Background: an optimization exercise with open tools, aiming at small area, a short achievable clock period and few clock cycles per item. Do not read the settings as production practice. In this exercise RTL edits were held to simulation tests only and were not proved equivalent to the original. The clock port is modelled as an ideal driver; clocking choices that lean on that would not hold on a real chip.

==> flow/design.v (excerpt) <==
module skinny_top (
    input               clock,
    input               reset,
    input               start,
    input [7:0]         input_plaintext,
    input [23:0]        input_tweakey,
    output              ready,
    output              done,
    output [127:0]      ciphertext
);
For scale: about 1900 cells after synthesis, about 170 I/O pins.
export LEC_CHECK = 0
export CAP_MARGIN = 20
export CORE_MARGIN = 2
export CORE_UTILIZATION = 55
export CTS_CLUSTER_DIAMETER = 120
export CTS_CLUSTER_SIZE = 24
export SLEW_MARGIN = 20
create_clock -name core_clock -period 10.0 [get_ports {clock}]
standard.sh (not shown) runs the stock make flow with config.mk's settings and CLKGATE_MAP_FILE= SYNTH_SCRIPT=/design/flow/synth_recipe.tcl, a recipe that flattens the netlist after the stock synthesis.
==> flow/flow/run.sh <==
#!/bin/bash
# Standard ORFS layout (the standard.sh), with the resizer asked to aim for
# a setup slack margin of 6.9 ns, so it works the critical paths harder.
set -euo pipefail
bash standard.sh SETUP_SLACK_MARGIN=6.9  finish > standard_flow.log 2>&1
The first run went through all stages and came out clean.
Testbench counts at the start, summed over its fixed seeds: cycles 27,656, items 384.
Rerun with:
==> flow/flow/run.sh (replaced) <==
#!/bin/bash
# Standard ORFS layout (the standard.sh), with the resizer asked to aim for
# a setup slack margin of 6.8 ns, so it works the critical paths harder.
set -euo pipefail
bash standard.sh SETUP_SLACK_MARGIN=6.8  finish > standard_flow.log 2>&1
Worst hold slack hardly moves.
Cell count went down by 0.98%.
Routed wire length shrinks by 1.1%.
Worst setup slack gets worse by 0.071 ns.
Final area came out higher by 0.49%.
Core utilization is higher by 0.32 points.
Global-route usage went down by 0.42 points.
Register-to-register slack loses 0.08 ns.
Synthesized area is unchanged.
Non-clock buffer count is lower by 26.
Rerun with:
==> flow/flow/run.sh (replaced) <==
#!/bin/bash
# Standard ORFS layout (the standard.sh), with the resizer asked to aim for
# a setup slack margin of 6.9 ns, so it works the critical paths harder.
set -euo pipefail
bash standard.sh SETUP_SLACK_MARGIN=6.9 POST_CTS_TCL=$PWD/flow/rm_root.tcl finish > standard_flow.log 2>&1
==> flow/flow/rm_root.tcl (new file) <==
# After CTS: take out the root clock buffer, so the clock port drives the
# first level of the clock tree (2 buffers) directly. Every register's clock
# passes the same number of buffers as before.
set block [ord::get_db_block]
set root [$block findInst clkbuf_0_clock]
if { $root != "NULL" } {
  set in_net [[$root findITerm A] getNet]
  set out_net [[$root findITerm X] getNet]
  set loads {}
  foreach it [$out_net getITerms] {
    if { [$it getInst] != $root } { lappend loads $it }
  }
  if { [llength $loads] <= 4 } {
    foreach it $loads {
      $it disconnect
      $it connect $in_net
    }
    odb::dbInst_destroy $root
    odb::dbNet_destroy $out_net
    puts "rm_root: clock port now drives [llength $loads] clock buffers directly"
  } else {
    puts "rm_root: root buffer drives [llength $loads] cells, left in place"
  }
}
Outcome:
- The new run completed with no timing, DRC or antenna violations
- sequential share of layout area rises by 0.54 points
- wire length rises slightly
- area after synthesis does not change
- non-clock buffer count rises by 21
- register-to-register slack improved by 0.06 ns
- via count climbs slightly
Rerun with:
==> flow/flow/run.sh (replaced) <==
#!/bin/bash
# Standard ORFS layout (the standard.sh), with the resizer asked to aim for
# a setup slack margin of 6.9 ns, so it works the critical paths harder.
set -euo pipefail
bash standard.sh SETUP_SLACK_MARGIN=6.9 'BUFFER_PORTS_ARGS=-buffer_cell sky130_fd_sc_hd__buf_2' finish > standard_flow.log 2>&1
removed: flow/flow/rm_root.tcl
Sequential share of layout area came out lower by 0.55 points.
Critical path depth came out lower by 8.
Die area is unchanged.
Via count is about the same.
Rerun with:
==> flow/flow/run.sh (replaced) <==
#!/bin/bash
# Standard ORFS layout (the standard.sh), with the resizer asked to aim for
# a setup slack margin of 6.95 ns, so it works the critical paths harder.
set -euo pipefail
bash standard.sh SETUP_SLACK_MARGIN=6.95 POST_CTS_TCL=$PWD/flow/rm_root.tcl finish > standard_flow.log 2>&1
==> flow/flow/rm_root.tcl (new file) <==
# After CTS: take out the root clock buffer, so the clock port drives the
# first level of the clock tree (2 buffers) directly. Every register's clock
# passes the same number of buffers as before.
set block [ord::get_db_block]
set root [$block findInst clkbuf_0_clock]
if { $root != "NULL" } {
  set in_net [[$root findITerm A] getNet]
  set out_net [[$root findITerm X] getNet]
  set loads {}
  foreach it [$out_net getITerms] {
    if { [$it getInst] != $root } { lappend loads $it }
  }
  if { [llength $loads] <= 4 } {
    foreach it $loads {
      $it disconnect
      $it connect $in_net
    }
    odb::dbInst_destroy $root
    odb::dbNet_destroy $out_net
    puts "rm_root: clock port now drives [llength $loads] clock buffers directly"
  } else {
    puts "rm_root: root buffer drives [llength $loads] cells, left in place"
  }
}
ABC_AREA = 1   (was not set)
The new run finished with timing, DRC and antenna clean.
Setup slack improves by 0.14 ns.
Wire length rises by 18%.
Rerun with:
==> flow/flow/run.sh (replaced) <==
#!/bin/bash
# Standard ORFS layout (the standard.sh), with the resizer asked to aim for
# a setup slack margin of 7 ns, so it works the critical paths harder.
set -euo pipefail
bash standard.sh SETUP_SLACK_MARGIN=7 'CTS_ARGS=-sink_clustering_enable -repair_clock_nets -sink_clustering_size 24 -sink_clustering_max_diameter 120 -sink_clustering_levels 1' finish > standard_flow.log 2>&1
ABC_AREA = not set   (was 1)
CTS_CLUSTER_DIAMETER = not set   (was 120)
CTS_CLUSTER_SIZE = not set   (was 24)
removed: flow/flow/rm_root.tcl
What happened: The changed run completed without violations; die area drops by 8.2%; worst hold slack barely changes; setup slack degrades by 0.12 ns; sequential share of layout area climbs by 3.1 points.

* * *

run 1:
Another version of the RTL of skinny_top (not shown whole).
For scale: ~1900 cells after synthesis, ~530 flip-flops, ~0.022 sq mm of cells after synthesis.
Settings: LEC_CHECK=0, ABC_CLOCK_PERIOD_IN_PS=3000, CAP_MARGIN=20, CORE_MARGIN=2, CORE_UTILIZATION=40, SETUP_SLACK_MARGIN=5, SLEW_MARGIN=20; clock period 10.0 ns.
run.sh (not shown) runs the stock make flow with config.mk's settings and CLKGATE_MAP_FILE= SYNTH_SCRIPT=/design/flow/synth_recipe.tcl, a recipe that flattens the netlist after the stock synthesis.
Stock flow here: none of the scripts above is used.
The final layout from run 1, which completed every stage, passed the timing, design-rule and antenna checks at the end of the flow.
Testbench counts of run 1, summed over its fixed seeds: cycles 27,656, items 384.
#### Input delta (run 2 over run 1)
Settings: SETUP_SLACK_MARGIN removed (was 5); ABC_CLOCK_PERIOD_IN_PS removed (was 3000).
### Flow results
Run 2: full flow OK, the timing, design-rule and antenna checks passed
Going from run 1 to run 2, portion of netlist area occupied by mux cells barely changed, highest attainable clock frequency barely changed.
Run 2 -> run 1: mean area per synthesized cell delta 0, exact match
The count of flip-flops and latches on run 2 is in line with that on run 1.
Wire length of the first global-routing pass came out exactly the same in run 2 and run 1.
From run 1 to run 2, height of the die did not move at all.
Inputs modified between run 2 and run 3:
==> flow/flow/run.sh (new file) <==
#!/bin/bash
set -euo pipefail
MARGIN=${MARGIN:-7}
bash standard.sh SETUP_SLACK_MARGIN=$MARGIN finish > standard_flow.log 2>&1
==> flow/standard.sh (new file) <==
#!/bin/bash
# synth_recipe.tcl (not shown) runs the flow's synth.tcl, then flattens the netlist and writes it again
# the make line also repeats each setting of config.mk as NAME=value (left out here)
make -C /OpenROAD-flow-scripts/flow DESIGN_CONFIG=/design/flow/config.mk WORK_HOME=/design/flow/orfs CLKGATE_MAP_FILE= SYNTH_SCRIPT=/design/flow/synth_recipe.tcl "${@:-finish}"
removed: flow/run.sh
Findings:
- When run 3 is set beside run 2, its worst stage delay on the critical path turns out to be 620 ps smaller.
- Final hold slack (run 3 over run 2): decrease, 8.8 ps
- Cmp run 2 and run 3 / number of antenna violations at the first check in global routing / lower: run 2
- Changes observed in run 3 relative to run 2: share of the clock period used by the worst path after layout shows a reduction of 9.9 points; maximum clock frequency shows an increase of about 30%; arrival time of the worst setup path shows a reduction of 990 ps; number of nets in the finished design shows an increase of 6.9%; cell count shows an increase of 5.1%.
- Diff run 2 and run 3: wire length reported by the detailed router higher in run 3
- Relative to run 2, worst setup slack increased by 990 ps in run 3.

* * *

Setup of red:
Another version of the RTL of skinny_top (not shown whole).
For scale: about 530 flip-flops, about 170 I/O pins, ~20000 um^2 of cells after synthesis.
==> flow/design.v (excerpt) <==
module skinny_top (
    input               clock,
    input               reset,
    input               start,
    input [7:0]         input_plaintext,
    input [23:0]        input_tweakey,
    output              ready,
    output              done,
    output [127:0]      ciphertext
);
export LEC_CHECK = 0
export CAP_MARGIN = 20
export CORE_MARGIN = 2
export CORE_UTILIZATION = 55
export CTS_CLUSTER_DIAMETER = 120
export CTS_CLUSTER_SIZE = 24
export SLEW_MARGIN = 20
create_clock -name core_clock -period 10.0 [get_ports {clock}]
standard.sh (not shown) runs the stock make flow with config.mk's settings and CLKGATE_MAP_FILE= SYNTH_SCRIPT=/design/flow/synth_recipe.tcl, a recipe that flattens the netlist after the stock synthesis.
==> flow/flow/run.sh <==
#!/bin/bash
# Standard ORFS layout (the standard.sh), with the resizer asked to aim for
# a setup slack margin of 6.9 ns, so it works the critical paths harder.
set -euo pipefail
bash standard.sh SETUP_SLACK_MARGIN=6.9 POST_CTS_TCL=$PWD/flow/post_cts.tcl SETUP_MOVE_SEQUENCE=unbuffer,sizeup,swap 'BUFFER_PORTS_ARGS=-buffer_cell sky130_fd_sc_hd__buf_1' finish > standard_flow.log 2>&1
==> flow/flow/post_cts.tcl <==
set block [ord::get_db_block]
set root [$block findInst clkbuf_0_clock]
if { $root != "NULL" } {
  set in_net [[$root findITerm A] getNet]
  set out_net [[$root findITerm X] getNet]
  set loads {}
  foreach it [$out_net getITerms] {
    if { [$it getInst] != $root } { lappend loads $it }
  }
  if { [llength $loads] <= 4 } {
    foreach it $loads {
      $it disconnect
      $it connect $in_net
    }
    odb::dbInst_destroy $root
    odb::dbNet_destroy $out_net
    puts "post_cts: clock port now drives [llength $loads] clock buffers directly"
  } else {
    puts "post_cts: root buffer drives [llength $loads] cells, left in place"
  }
}
if { [info exists ::env(RECOVER_MARGIN)] } {
  estimate_parasitics -placement
  set_clock_uncertainty -setup $::env(RECOVER_MARGIN) [all_clocks]
  report_worst_slack -max
  report_design_area
  repair_timing -recover_power 100
  report_worst_slack -max
  report_design_area
  set_clock_uncertainty -setup 0 [all_clocks]
  detailed_placement
  check_placement -verbose
}
red was carried through to the last stage, and its layout satisfied the timing, design-rule and antenna checks.
Testbench counts of red, summed over its fixed seeds: cycles 27,656, items 384.
Setup changes, red to blue
Settings: a change of CORE_UTILIZATION from 55 to 65.
==> flow/flow/run.sh <==
#!/bin/bash
# Standard ORFS layout (the standard.sh), with the resizer asked to aim for
# a setup slack margin of 6.9 ns, so it works the critical paths harder.
set -euo pipefail
bash standard.sh SETUP_SLACK_MARGIN=6.9 POST_CTS_TCL=$PWD/flow/post_cts.tcl RECOVER_MARGIN=7.0 SETUP_MOVE_SEQUENCE=unbuffer,sizeup,swap 'BUFFER_PORTS_ARGS=-buffer_cell sky130_fd_sc_hd__buf_1' finish > standard_flow.log 2>&1
Notes after the runs:
- blue | status: complete | timing, DRC, antenna: pass
- blue -> red: final setup violation count delta 0, exact match
- Diff red -> blue: multi-input logic area was more or less identical; cell count after placement went down by 72; setup slack of the critical path after layout lost 0.040 ns; final standard cell utilization of the core up 10 points.
- For count of clock-buffer cells in the layout, dividing the value from blue by the value from red gives 0.929.
- blue against red; final non-filler cell area is down by a few percent.
- blue and red ended up with roughly the same routed wire length.
- In the reports for red and blue, the smaller area growth from synthesis to layout belongs to blue.
Changes in green relative to blue:
Settings: a change of CORE_UTILIZATION from 65 to 55.
### Flow results
- Area occupied by registers: green > blue
- Looking at utilization, green sits 11 points lower than blue does.
- First-pass GRT wire length, blue and green, lower one = green.
- green has minimum setup slack in the final design above what blue had.
[inputs] orange vs green
==> flow/flow/run.sh <==
#!/bin/bash
# Standard ORFS layout (the standard.sh), with the resizer asked to aim for
# a setup slack margin of 6.9 ns, so it works the critical paths harder.
set -euo pipefail
bash standard.sh SETUP_SLACK_MARGIN=6.9 POST_CTS_TCL=$PWD/flow/post_cts.tcl finish > standard_flow.log 2>&1
Results
Of the two values seen for capture point of the worst path, ciphertext[41] was produced by green and st[104] by orange. Routed via count of orange exceeds that of green by a few percent. Going from green to orange, clock buffer and inverter area fraction after layout stayed essentially flat; clock latency reported for the late side of the worst-skew pair comparable; shortest period the worst path allows increased 0.069 ns; number of global-route vias before repair went up by about 2.4%. Re synthesized-area fraction occupied by ao, oa, aoi and oai cells: no difference whatsoever between green and orange.

* * *

Setup of try-violet:
Another version of the RTL of skinny_top (not shown whole).
For scale: roughly 2000 cells after synthesis, about 170 I/O pins.
==> flow/design.v (excerpt) <==
module skinny_top (
    input               clock,
    input               reset,
    input               start,
    input [7:0]         input_plaintext,
    input [23:0]        input_tweakey,
    output              ready,
    output              done,
    output [127:0]      ciphertext
);
    reg [127:0] st;      
    reg  [383:0] tkv;
    wire [383:0] tk = tkv ^ 384'hb678464987a92670c949b0b67846c987a927708bf8897426564b13a9257a8bf8cb7426348fd99b70b26ae1cb7436648f;
    reg         loading;
    reg         busy;
    reg [5:0]   rc;      
    reg         done_r;
    reg         ready_r;
    reg         idle_n;      
    wire last = (rc == 6'h0A);    
    wire beat15 = (rc == 6'h00);
    assign ready      = ready_r;
    assign done       = done_r;
    assign ciphertext = st;
    reg loading_n, busy_n;
    always @(*) begin
        loading_n = loading;
        busy_n    = busy;
        if (loading) begin
            if (beat15) begin
                loading_n = 1'b0;
                busy_n    = 1'b1;
            end
        end else if (busy) begin
            if (last)
                busy_n = 1'b0;
        end else if (start) begin
            loading_n = 1'b1;
        end
    end
    always @(posedge clock or posedge reset) begin
        if (reset) begin
            loading <= 1'b0;
            busy    <= 1'b0;
            rc      <= 6'd0;
            done_r  <= 1'b0;
            ready_r <= 1'b0;
            idle_n  <= 1'b1;
        end else begin
            done_r  <= busy & last;
            loading <= loading_n;
            busy    <= busy_n;
            idle_n  <= ~busy_n;
            ready_r <= ~loading_n & ~busy_n;
            rc      <= (loading | busy) ? {rc[4:0], rc[5] ^ rc[4] ^ 1'b1} : 6'h09;
        end
    end
    wire [127:0] st_rnd = round(st, tk, rc);
    wire [383:0] tk_rnd = {tk_sched1(tk[383:256]), tk_sched2(tk[255:128]), tk_sched3(tk[127:0])};
    always @(posedge clock) begin
        st <= ({128{busy}} & st_rnd) | ({128{idle_n}} & {st[119:0], input_plaintext});
    end
    wire [383:0] tk_ld = {tk[359:0], input_tweakey};
    always @(posedge clock) begin
        tkv[376] <= ~(((tk_rnd[376] ^ 1'b1) | idle_n) & ((tk_ld[376] ^ 1'b1) | busy));
        tkv[377] <= ~(((tk_rnd[377] ^ 1'b0) | idle_n) & ((tk_ld[377] ^ 1'b0) | busy));
  ...
Settings: LEC_CHECK=0, CAP_MARGIN=20, CORE_MARGIN=2, CORE_UTILIZATION=55, CTS_CLUSTER_DIAMETER=120, CTS_CLUSTER_SIZE=24, PLACE_DENSITY=0.75, SLEW_MARGIN=20; clock period 10.0 ns.
==> flow/flow/run.sh <==
#!/bin/bash
# Standard ORFS layout (the standard.sh), with the resizer asked to aim for
# a setup slack margin of 6.9 ns, so it works the critical paths harder.
set -euo pipefail
bash standard.sh SETUP_SLACK_MARGIN=6.9 POST_CTS_TCL=$PWD/flow/post_cts.tcl PRE_GLOBAL_ROUTE_TCL=$PWD/flow/pre_grt.tcl POST_GLOBAL_ROUTE_TCL=$PWD/flow/post_grt.tcl GRT_MARGIN=6.95 RECOVER_MARGIN=7.0 SETUP_MOVE_SEQUENCE=unbuffer,sizeup,swap 'BUFFER_PORTS_ARGS=-buffer_cell sky130_fd_sc_hd__buf_1' finish > standard_flow.log 2>&1
==> flow/flow/post_grt.tcl <==
# Take away the temporary setup uncertainty set by pre_grt.tcl.
if { [info exists ::env(GRT_MARGIN)] } {
  set_clock_uncertainty -setup 0 [all_clocks]
  report_worst_slack -max
  report_design_area
}
==> flow/flow/pre_grt.tcl <==
# Before global route: express the resizer's setup margin as a temporary
# clock uncertainty, so that the power-recovery step that follows the timing
# repair (RECOVER_POWER) keeps the same margin.  post_grt.tcl removes it.
if { [info exists ::env(GRT_MARGIN)] } {
  set ::env(SETUP_SLACK_MARGIN) 0
  set ::env(RECOVER_POWER) 100
  set_clock_uncertainty -setup $::env(GRT_MARGIN) [all_clocks]
  puts "pre_grt: setup uncertainty $::env(GRT_MARGIN) while repairing"
}
Scripts as last shown in full above: flow/flow/post_cts.tcl
try-violet: flow complete, layout not clean; failing: max-capacitance violations, max-slew violations
Testbench counts of try-violet, summed over its fixed seeds: cycles 27,656, items 384.
For try-delta, these inputs were changed with respect to try-violet:
- a deleted PLACE_DENSITY that had been 0.75
==> comparison <==
- try-delta: all stages complete, timing, DRC and antenna checks passed
- Count of placed standard cells in the final layout, fillers left out: try-violet vs try-delta — no meaningful difference
- Timing endpoint of the critical path: ciphertext[49] -> try-delta, ciphertext[90] -> try-violet
- Any difference in shortest clock period the worst path allows after layout between try-violet and try-delta is small enough to ignore.
--- input diff try-delta..try-willow ---
==> flow/flow/run.sh <==
#!/bin/bash
# Standard ORFS layout (the standard.sh), with the resizer asked to aim for
# a setup slack margin of 6.85 ns, so it works the critical paths harder.
set -euo pipefail
bash standard.sh SETUP_SLACK_MARGIN=6.85 POST_CTS_TCL=$PWD/flow/post_cts.tcl PRE_GLOBAL_ROUTE_TCL=$PWD/flow/pre_grt.tcl POST_GLOBAL_ROUTE_TCL=$PWD/flow/post_grt.tcl GRT_MARGIN=6.85 RECOVER_MARGIN=6.9 SETUP_MOVE_SEQUENCE=unbuffer,sizeup,swap 'BUFFER_PORTS_ARGS=-buffer_cell sky130_fd_sc_hd__buf_1' finish > standard_flow.log 2>&1
Results
Relative to try-delta, final critical delay including setup and external delays has increased by 0.072 ns in try-willow. try-delta leaves more setup margin than try-willow. Number of non-clock buffers: try-willow lower than try-delta.
> inputs changed (try-willow -> try-zinc)
- putting ABC_AREA at 1 where nothing was set
==> flow/flow/run.sh <==
#!/bin/bash
# Standard ORFS layout (the standard.sh), with the resizer asked to aim for
# a setup slack margin of 6.9 ns, so it works the critical paths harder.
set -euo pipefail
bash standard.sh SETUP_SLACK_MARGIN=6.9 POST_CTS_TCL=$PWD/flow/post_cts.tcl PRE_GLOBAL_ROUTE_TCL=$PWD/flow/pre_grt.tcl POST_GLOBAL_ROUTE_TCL=$PWD/flow/post_grt.tcl GRT_MARGIN=6.95 RECOVER_MARGIN=7.0 SETUP_MOVE_SEQUENCE=unbuffer,sizeup,swap 'BUFFER_PORTS_ARGS=-buffer_cell sky130_fd_sc_hd__buf_1' finish > standard_flow.log 2>&1
==> run notes <==
Every stage of the flow completed for try-zinc, and the final layout passed the timing, design-rule and antenna checks. In summary, try-willow completed successfully, with a layout that passed the timing, design-rule and antenna checks. Looking only at tap cell count, and setting everything else aside, the higher value of try-willow and try-zinc goes to try-zinc. Re synthesized cell count: try-willow and try-zinc aren't equal, and the higher value belongs to try-zinc. try-zinc ended with less portion of the clock cycle consumed by the worst path in the final layout than try-willow. try-willow -> try-zinc: overall via count from detail_route increased by more than 10%. Of try-willow and try-zinc, try-willow shows the lower number of global-route vias before repair, with try-zinc above it. st[85] as the startpoint of the most critical setup path was reported by try-zinc, and st[73] by try-willow. Final setup slack of the worst path for try-zinc is higher than for try-willow. Looking at core footprint, try-zinc sits 8.8% above try-willow. Cmp try-zinc vs try-willow: share of cell area taken by multi-input logic gates lower in try-zinc.

## afterwards: timing with drivers on the ports
How much do the figures lean on ideal ports? The routed layouts below were timed once more, with nothing changed but the port constraints.
Step 1 assumes that a clkbuf_16 drives the clock port and a buf_2 every other input.
Step 2 also shifts input and output timing later by t, the mid clock arrival at the registers, as if the neighbouring blocks saw the same clock.
a / b / c = ideal / step 1 / step 2; a / b = the first two.
run | t (ns) | setup slack, ns | latest minus earliest clock arrival (ns) | worst data-port slew with drivers (ns) | cell pins on the clock port's net
the first run of note 1 | 0.629 | 6.888 / 6.831 / 6.978 | 0.025 / 0.025 | 0.07 | 1
the second run of note 1 | 0.629 | 6.818 / 6.762 / 6.902 | 0.028 / 0.028 | 0.08 | 1
the third run of note 1 | 0.510 | 6.961 / 6.895 / 6.961 | 0.022 / 0.023 | 0.07 | 2
the fourth run of note 1 | 0.637 | 6.881 / 6.825 / 6.941 | 0.015 / 0.015 | 0.05 | 1
the fifth run of note 1 | 0.540 | 7.021 / 6.941 / 7.043 | 0.017 / 0.017 | 0.04 | 2
the sixth run of note 1 | 0.628 | 6.897 / 6.840 / 7.063 | 0.026 / 0.026 | 0.07 | 1
run 1 | 0.657 | 5.698 / 5.639 / 5.703 | 0.017 / 0.017 | 0.05 | 1
run 2 | 0.657 | 5.698 / 5.639 / 5.703 | 0.017 / 0.017 | 0.05 | 1
run 3 | 0.670 | 6.692 / 6.631 / 6.848 | 0.029 / 0.030 | 0.07 | 1
red | 0.490 | 6.991 / 6.924 / 7.071 | 0.023 / 0.024 | 0.04 | 2
blue | 0.499 | 6.951 / 6.886 / 6.985 | 0.027 / 0.027 | 0.06 | 2
green | 0.489 | 6.989 / 6.922 / 7.081 | 0.021 / 0.020 | 0.04 | 2
orange | 0.488 | 6.920 / 6.918 / 6.920 | 0.024 / 0.024 | 0.04 | 2
try-violet | 0.512 | 6.973 / 6.903 / 7.047 | 0.019 / 0.019 | 0.08 | 2
try-delta | 0.495 | 6.974 / 6.905 / 7.043 | 0.024 / 0.024 | 0.08 | 2
try-willow | 0.494 | 6.901 / 6.832 / 7.020 | 0.024 / 0.023 | 0.08 | 2
try-zinc | 0.510 | 6.954 / 6.880 / 7.231 | 0.033 / 0.033 | 0.04 | 2
